Source: an optimization exercise on an open RTL-to-GDS flow (aim: small area). Production flows keep margins and buffers that such runs may drop. The RTL was checked by simulation tests, not by an equivalence proof against the original design. Power and IR drop assume default switching activity.

==> try-cedar <==
// Systolic_MMU_Top
module Systolic_MMU_Top (
    input  wire        CLK,
    input  wire        ASYNC_RST,
    input  wire        SYNC_RST,
    input  wire        EN,
    input  wire        LOAD,
    input  wire [47:0] Inputs,
    input  wire [7:0]  ShiftAmmount,
    input  wire [7:0]  Z,
    output wire [47:0] Out
);
    wire hold_s = ~EN;                               
    wire load_s = EN & ~SYNC_RST;
    wire load_s_n = ~load_s;
    wire hold_w = ~(EN & (SYNC_RST | LOAD));         
    wire load_w = EN & ~SYNC_RST & LOAD;
    wire hold_c = ~(EN & (SYNC_RST | ~LOAD));        
    wire load_c = EN & ~SYNC_RST & ~LOAD;
    wire hold_c_n = ~hold_c;
    wire load_c_n = ~load_c;
    wire [4:0]  nj;
    wire        nt_zero, nm_full;
    wire [17:0] nm, nh;
    Shift_Decode shift_decode (.ShiftAmmount(ShiftAmmount), .J(nj), .T_zero(nt_zero), .M(nm), .M_full(nm_full), .H(nh));
    reg  [7:0] sk_0_0;
    wire [7:0] sk_0_0_d;
    Hold_Mux sk_0_0_m [7:0] (.q(sk_0_0), .d(Inputs[7:0]), .h(hold_s), .l(load_s), .y(sk_0_0_d));
    always @(posedge CLK or negedge ASYNC_RST)
        if (~ASYNC_RST) sk_0_0 <= 8'd0;
        else sk_0_0 <= sk_0_0_d;
    reg  [7:0] sk_1_0;
    wire [7:0] sk_1_0_d;
    Hold_Mux sk_1_0_m [7:0] (.q(sk_1_0), .d(Inputs[15:8]), .h(hold_s), .l(load_s), .y(sk_1_0_d));
    always @(posedge CLK or negedge ASYNC_RST)
        if (~ASYNC_RST) sk_1_0 <= 8'd0;
        else sk_1_0 <= sk_1_0_d;
    reg  [7:0] sk_1_1;
    wire [7:0] sk_1_1_d;
    Hold_Mux sk_1_1_m [7:0] (.q(sk_1_1), .d(sk_1_0), .h(hold_s), .l(load_s), .y(sk_1_1_d));
    always @(posedge CLK or negedge ASYNC_RST)
        if (~ASYNC_RST) sk_1_1 <= 8'd0;
        else sk_1_1 <= sk_1_1_d;
    reg  [7:0] sk_2_0;
    wire [7:0] sk_2_0_d;
    Hold_Mux sk_2_0_m [7:0] (.q(sk_2_0), .d(Inputs[23:16]), .h(hold_s), .l(load_s), .y(sk_2_0_d));
    always @(posedge CLK or negedge ASYNC_RST)
        if (~ASYNC_RST) sk_2_0 <= 8'd0;
  ...
Settings: LEC_CHECK=0, CAP_MARGIN=20, CORE_MARGIN=2, CORE_UTILIZATION=55, CTS_BUF_LIST=sky130_fd_sc_hd__clkbuf_16, CTS_CLUSTER_DIAMETER=100, CTS_CLUSTER_SIZE=30, SLEW_MARGIN=20, SYNTH_HIERARCHICAL=1; clock period 12.0 ns.
run.sh (not shown) runs the stock make flow with config.mk's settings and CLKGATE_MAP_FILE= SYNTH_SCRIPT=/design/flow/synth_recipe.tcl, a recipe that flattens the netlist after the stock synthesis.
==> try-delta: changes against try-cedar <==
--- a/flow/design.v
+++ b/flow/design.v
@@ -895,17 +895,17 @@
     input  wire [4:0]  J,         
     input  wire        T_zero,    
     input  wire [17:0] M,         
     input  wire        M_full,    
     input  wire [17:0] H,         
     input  wire [7:0]  Z,
     output wire [7:0]  Out
 );
-    wire f4_0, f4_1, f4_2, f4_3, f4_4, f4_5, f4_6, f4_7, f4_8, f4_9, f4_10, f4_11, f4_12, f4_13, f4_14, f4_15, f4_16, f4_17, f4_18, f4_19, f4_20, f4_21, f4_22, f3_0, f3_1, f3_2, f3_3, f3_4, f3_5, f3_6, f3_7, f3_8, f3_9, f3_10, f3_11, f3_12, f3_13, f3_14, f2_0, f2_1, f2_2, f2_3, f2_4, f2_5, f2_6, f2_7, f2_8, f2_9, f2_10, f1_0, f1_1, f1_2, f1_3, f1_4, f1_5, f1_6, f1_7, f1_8, f0_0, f0_1, f0_2, f0_3, f0_4, f0_5, f0_6, f0_7;
+    wire f4_0, f4_1, f4_2, f4_3, f4_4, f4_5, f4_6, f4_7, f4_8, f4_9, f4_10, f4_11, f4_12, f4_13, f4_14, f4_15, f4_16, f4_17, f4_18, f4_19, f4_20, f4_21, f4_22, f3_0, f3_1, f3_2, f3_3, f3_4, f3_5, f3_6, f3_7, f3_8, f3_9, f3_10, f3_11, f3_12, f3_13, f3_14, f2_0, f2_1, f2_2, f2_3, f2_4, f2_5, f2_6, f2_7, f2_8, f2_9, f2_10, f1_0, f1_1, f1_2, f1_3, f1_4, f1_5, f1_6, f1_7, f1_8, f0_0, f0_1, f0_2, f0_3, f0_4, f0_5, f0_6, f0_7, i_0, i_1, i_2, i_3, i_4, i_5, i_6, i_7;
     Gate_NAND2 gf4_0 (.a(In[9]), .b(J[4]), .y(f4_0));
     Gate_NAND2 gf4_1 (.a(In[10]), .b(J[4]), .y(f4_1));
     Gate_NAND2 gf4_2 (.a(In[11]), .b(J[4]), .y(f4_2));
     Gate_NAND2 gf4_3 (.a(In[12]), .b(J[4]), .y(f4_3));
     Gate_NAND2 gf4_4 (.a(In[13]), .b(J[4]), .y(f4_4));
     Gate_NAND2 gf4_5 (.a(In[14]), .b(J[4]), .y(f4_5));
     Gate_NAND2 gf4_6 (.a(In[15]), .b(J[4]), .y(f4_6));
     Gate_MUX2I gf4_7 (.a(In[0]), .b(In[16]), .s(J[4]), .y(f4_7));
@@ -962,107 +962,64 @@
     Gate_MUX2I gf0_0 (.a(f1_0), .b(f1_1), .s(J[0]), .y(f0_0));
     Gate_MUX2I gf0_1 (.a(f1_1), .b(f1_2), .s(J[0]), .y(f0_1));
     Gate_MUX2I gf0_2 (.a(f1_2), .b(f1_3), .s(J[0]), .y(f0_2));
     Gate_MUX2I gf0_3 (.a(f1_3), .b(f1_4), .s(J[0]), .y(f0_3));
     Gate_MUX2I gf0_4 (.a(f1_4), .b(f1_5), .s(J[0]), .y(f0_4));
     Gate_MUX2I gf0_5 (.a(f1_5), .b(f1_6), .s(J[0]), .y(f0_5));
     Gate_MUX2I gf0_6 (.a(f1_6), .b(f1_7), .s(J[0]), .y(f0_6));
     Gate_MUX2I gf0_7 (.a(f1_7), .b(f1_8), .s(J[0]), .y(f0_7));
-    wire [7:0] tl;    
-    Gate_NOR2 gtl0 (.a(f0_0), .b(T_zero), .y(tl[0]));
-    Gate_NOR2 gtl1 (.a(f0_1), .b(T_zero), .y(tl[1]));
-    Gate_NOR2 gtl2 (.a(f0_2), .b(T_zero), .y(tl[2]));
-    Gate_NOR2 gtl3 (.a(f0_3), .b(T_zero), .y(tl[3]));
-    Gate_NOR2 gtl4 (.a(f0_4), .b(T_zero), .y(tl[4]));
-    Gate_NOR2 gtl5 (.a(f0_5), .b(T_zero), .y(tl[5]));
-    Gate_NOR2 gtl6 (.a(f0_6), .b(T_zero), .y(tl[6]));
-    Gate_NOR2 gtl7 (.a(f0_7), .b(T_zero), .y(tl[7]));
-    wire z10, o10, t18;
-    Norm_Flags flags (.In(In), .M(M), .M_full(M_full), .H(H), .z10(z10), .o10(o10), .t18(t18));
-    wire [6:0] lo;
-    wire [7:0] cy;
-    HA ad0 (.a(tl[0]), .b(Z[0]), .s(lo[0]), .co(cy[1]));
-    FA ad [5:0] (.a(tl[6:1]), .b(Z[6:1]), .c(cy[6:1]), .s(lo[6:1]), .co(cy[7:2]));
-    wire c7 = cy[7];
-    wire t7 = tl[7];
-    wire u7x, u7;
-    Gate_XOR2 x7a (.a(t7), .b(Z[7]), .y(u7x));
-    Gate_XOR2 x7b (.a(u7x), .b(c7), .y(u7));
-    wire in_range, sat_lo, sat_hi;
-    Norm_Range range (.z10(z10), .o10(o10), .t18(t18), .t7(t7), .c7(c7), .z7(Z[7]),
-                      .in_range(in_range), .sat_lo(sat_lo), .sat_hi(sat_hi));
-    Gate_A21O go [6:0] (.a1(lo), .a2(in_range), .b(sat_lo), .y(Out[6:0]));
-    Gate_A21O go7 (.a1(u7), .a2(in_range), .b(sat_hi), .y(Out[7]));
+    Gate_INV gi_0 (.a(f0_0), .y(i_0));
+    Gate_INV gi_1 (.a(f0_1), .y(i_1));
+    Gate_INV gi_2 (.a(f0_2), .y(i_2));
+    Gate_INV gi_3 (.a(f0_3), .y(i_3));
+    Gate_INV gi_4 (.a(f0_4), .y(i_4));
+    Gate_INV gi_5 (.a(f0_5), .y(i_5));
+    Gate_INV gi_6 (.a(f0_6), .y(i_6));
+    Gate_INV gi_7 (.a(f0_7), .y(i_7));
+    wire [7:0]  tl  = T_zero ? 8'd0 : {i_7, i_6, i_5, i_4, i_3, i_2, i_1, i_0};
+    wire z10 = ~|(In & M);
+    wire o10 = M_full & (&(In | ~M));
+    wire t18 = |(In & H);
+    wire t7  = tl[7];
+    wire [7:0] lo = {1'b0, tl[6:0]} + {1'b0, Z[6:0]};
+    wire c7  = lo[7];
+    wire u7  = t7 ^ Z[7] ^ c7;
+    wire d_zero  = (Z[7] == c7);
+    wire d_plus  = c7 & ~Z[7];
+    wire d_minus = Z[7] & ~c7;
+    wire in_range = (d_zero  & ((z10 & ~t18 & ~t7) | (o10 & t18 & t7))) |
+                    (d_plus  & o10 & t18) |
+                    (d_minus & z10 & ~t18);
+    wire wrap = (d_plus & ~t18 & o10 & t7) | (d_minus & t18 & z10 & ~t7);
+    wire neg = t18 ^ wrap;
+    assign Out = in_range ? {u7, lo[6:0]} : (neg ? 8'h80 : 8'h7f);
 endmodule
 module Shift_Decode (
     input  wire [7:0]  ShiftAmmount,
     output wire [4:0]  J,
     output wire        T_zero,
     output wire [17:0] M,
     output wire        M_full,
     output wire [17:0] H
 );
-    wire [27:0] le, gt;
-    Shift_Thermometer therm (.s(ShiftAmmount), .le(le));
-    Gate_INV ginv [27:0] (.a(le), .y(gt));
-    wire [7:0] j7 = 8'd7 - ShiftAmmount;
     wire signed [7:0] s = ShiftAmmount;
-    wire far_right = (s <= -8'sd18);
-    assign J      = far_right ? 5'd25 : j7[4:0];
-    assign T_zero = gt[16];                   
-    assign M_full = le[17];                   
+    wire [7:0] j7 = 8'd7 - ShiftAmmount;
+    assign T_zero = (s >= 8'sd8);
+    assign J      = (s <= -8'sd18) ? 5'd25 : j7[4:0];
+    assign M_full = (s <= 8'sd8);
     genvar m;
     generate
         for (m = 0; m < 17; m = m + 1) begin : g_mask
-            Gate_NOR2 gm (.a(gt[26 - m]), .b(le[16 - m]), .y(M[m]));
-            Gate_NOR2 gh (.a(gt[27 - m]), .b(le[26 - m]), .y(H[m]));
-        end
-    endgenerate
-    assign M[17] = le[9];                     
-    assign H[17] = le[10];                    
-endmodule
-module Shift_Thermometer (input wire signed [7:0] s, output wire [27:0] le);
-    genvar i;
-    generate
-        for (i = 0; i < 28; i = i + 1) begin : g_le
-            assign le[i] = (s <= i - 9);
+            assign M[m] = (s <= 17 - m) && (s >= 8 - m);
+            assign H[m] = (s == 18 - m);
         end
     endgenerate
-endmodule
-module Norm_Flags (
-    input  wire [17:0] In,
-    input  wire [17:0] M,
-    input  wire        M_full,
-    input  wire [17:0] H,
-    output wire        z10,
-    output wire        o10,
-    output wire        t18
-);
-    assign z10 = ~|(In & M);
-    assign o10 = M_full & (&(In | ~M));
-    assign t18 = |(In & H);
-endmodule
-module Norm_Range (
-    input  wire z10, input wire o10, input wire t18, input wire t7,
-    input  wire c7, input wire z7,
-    output wire in_range,
-    output wire sat_lo,      
-    output wire sat_hi       
-);
-    wire d_zero  = (z7 == c7);
-    wire d_plus  = c7 & ~z7;
-    wire d_minus = z7 & ~c7;
-    assign in_range = (d_zero  & ((z10 & ~t18 & ~t7) | (o10 & t18 & t7))) |
-                      (d_plus  & o10 & t18) |
-                      (d_minus & z10 & ~t18);
-    wire wrap = (d_plus & ~t18 & o10 & t7) | (d_minus & t18 & z10 & ~t7);
-    wire neg = t18 ^ wrap;
-    assign sat_lo = ~in_range & ~neg;
-    assign sat_hi = ~in_range & neg;
+    assign M[17] = (s <= 8'sd0);
+    assign H[17] = (s <= 8'sd1);
 endmodule
 module Gate_MUX2I (input wire a, input wire b, input wire s, output wire y);
     assign y = ~(s ? b : a);
 endmodule
 module Gate_ANDN (input wire a, input wire b, output wire y);
     assign y = a & ~b;
 endmodule
 module Gate_ORN (input wire a, input wire b, output wire y);
==> parameters.txt <==
Parameter                              Value

Detailed routing
  Vias per cell    5.98
  Drt initial violations    4925

Timing
  Max_slew headroom    23.0%
  Hold WS    0.476 ns

Worst setup path
  Critical Path Max Stage Delay    0.58 ns
  Setup slack on the worst flop-to-flop path    4.14 ns

Cells and area
  Clock buffers and inverters, area share    2.10%
  Number of antenna cells inserted    2

Power
  Power drawn by the combinational cells    3600 uW
  Power per standard cell area    98.8 nW/um^2
  P_clk    3490 uW

CTS
  Total CTS buffers    82

Status
  Result of the run  timing/DRC/antenna clean
the above is filed under try-delta

==> parameters.txt <==
Parameter                              Value

Worst setup path
  Critical Path Max Stage Delay    0.49 ns
  Setup slack on the worst flop-to-flop path    4.07 ns

Die
  DIE HEIGHT    481 um

Power
  P_clk    3580 uW
  Power per standard cell area    102 nW/um^2
  Power drawn by the combinational cells    3750 uW

Cells and area
  Fraction of final layout cells sized beyond drive strength 1    3.90%
  Number of antenna cells inserted    1

Timing
  Max_slew headroom    19.6%
  Final setup fails    0
  Hold WS    0.483 ns

Detailed routing
  DRC violation count after routing    0
  Vias per cell    6.00
  Drt initial violations    4645

Status
  Result of the run  timing/DRC/antenna clean

Synthesis
  Synthesized netlist net count    12100
the above is filed under try-cedar


========
==> inputs of run Z <==
Systolic_MMU_Top with an RTL version that a note above also has.
clock: 12.0 ns
lec_check: 0
cap_margin: 20
core_margin: 2
core_utilization: 55
cts_buf_list: sky130_fd_sc_hd__clkbuf_8
cts_cluster_diameter: 60
cts_cluster_size: 14
slew_margin: 20
synth_hierarchical: 1
==> run R: changes against run Z <==
Settings changed: CAP_MARGIN 20 to 5, CTS_BUF_LIST sky130_fd_sc_hd__clkbuf_8 to sky130_fd_sc_hd__clkbuf_16, CTS_CLUSTER_DIAMETER 60 to 100, CTS_CLUSTER_SIZE 14 to 30, SLEW_MARGIN 20 to 5.
==> comparison table <==
Setup ws final: run R 0.7196 ns; run Z 0.7151 ns
Sequential power share: run R 47.1%; run Z 45.0%
Skew-Pair Late Insertion Delay: run R 0.78 ns; run Z 1.03 ns
Net switching power: run R 4355 uW; run Z 4569 uW
Worst Hold Slack: run R 0.4762 ns; run Z 0.4615 ns
CTS Root Buffer Type: run R sky130_fd_sc_hd__clkbuf_16; run Z sky130_fd_sc_hd__clkbuf_8
Outcome: run R timing/DRC/antenna clean; run Z timing/DRC/antenna clean
Seq area share: run R 31.12%; run Z 30.88%
Number of standard cells in the layout, taps in and fillers out: run R 13.30k; run Z 13.47k
Amount of wire on met3 after detailed routing: run R 10260 um; run Z 11220 um
Register-to-register path setup slack: run R 4.14 ns; run Z 4.21 ns
Worst IR Drop VDD: run R 0.1342 mV; run Z 0.1406 mV
Non-clk buf share: run R 1.621%; run Z 1.609%
Switch share: run R 32.53%; run Z 32.66%
Relative contribution of combinational cells to total power: run R 26.9%; run Z 25.8%
PnR Total Power: run R 13390 uW; run Z 13990 uW
Achievable frequency: run R 88.65 MHz; run Z 88.61 MHz
Final period utilization: run R 94.00%; run Z 94.04%

-- afterwards: timing with drivers on the ports --
The results above use ideal ports. As a check the final layouts listed here were re-extracted and re-timed, cells and wires unchanged. Step 1: set_driving_cell puts a clkbuf_16 on CLK and a buf_2 on each other input, an assumption about the parent block. Step 2 adds t to the input delays and takes it off the output delays; t is the mean of the earliest and latest rising clock arrival at the registers after step 1. Input paths then give back, and output paths get back, about the clock's delay inside the block. a / b / c = ideal / step 1 / step 2; a / b = the first two.
run	shift t [ns]	setup WS [ns]	worst register clock-pin slew, ns
try-cedar	0.842	0.309 / 0.282 / 0.282	0.12 / 0.12
try-delta	0.836	0.700 / 0.672 / 0.672	0.12 / 0.12
run Z	1.080	0.715 / 0.686 / 0.686	0.10 / 0.10
run R	0.837	0.720 / 0.692 / 0.692	0.12 / 0.12
After both steps every run listed still meets setup and hold. For run Z, which loses most, drivers alone change the setup slack by -0.029 ns; drivers and shift together by -0.029 ns.
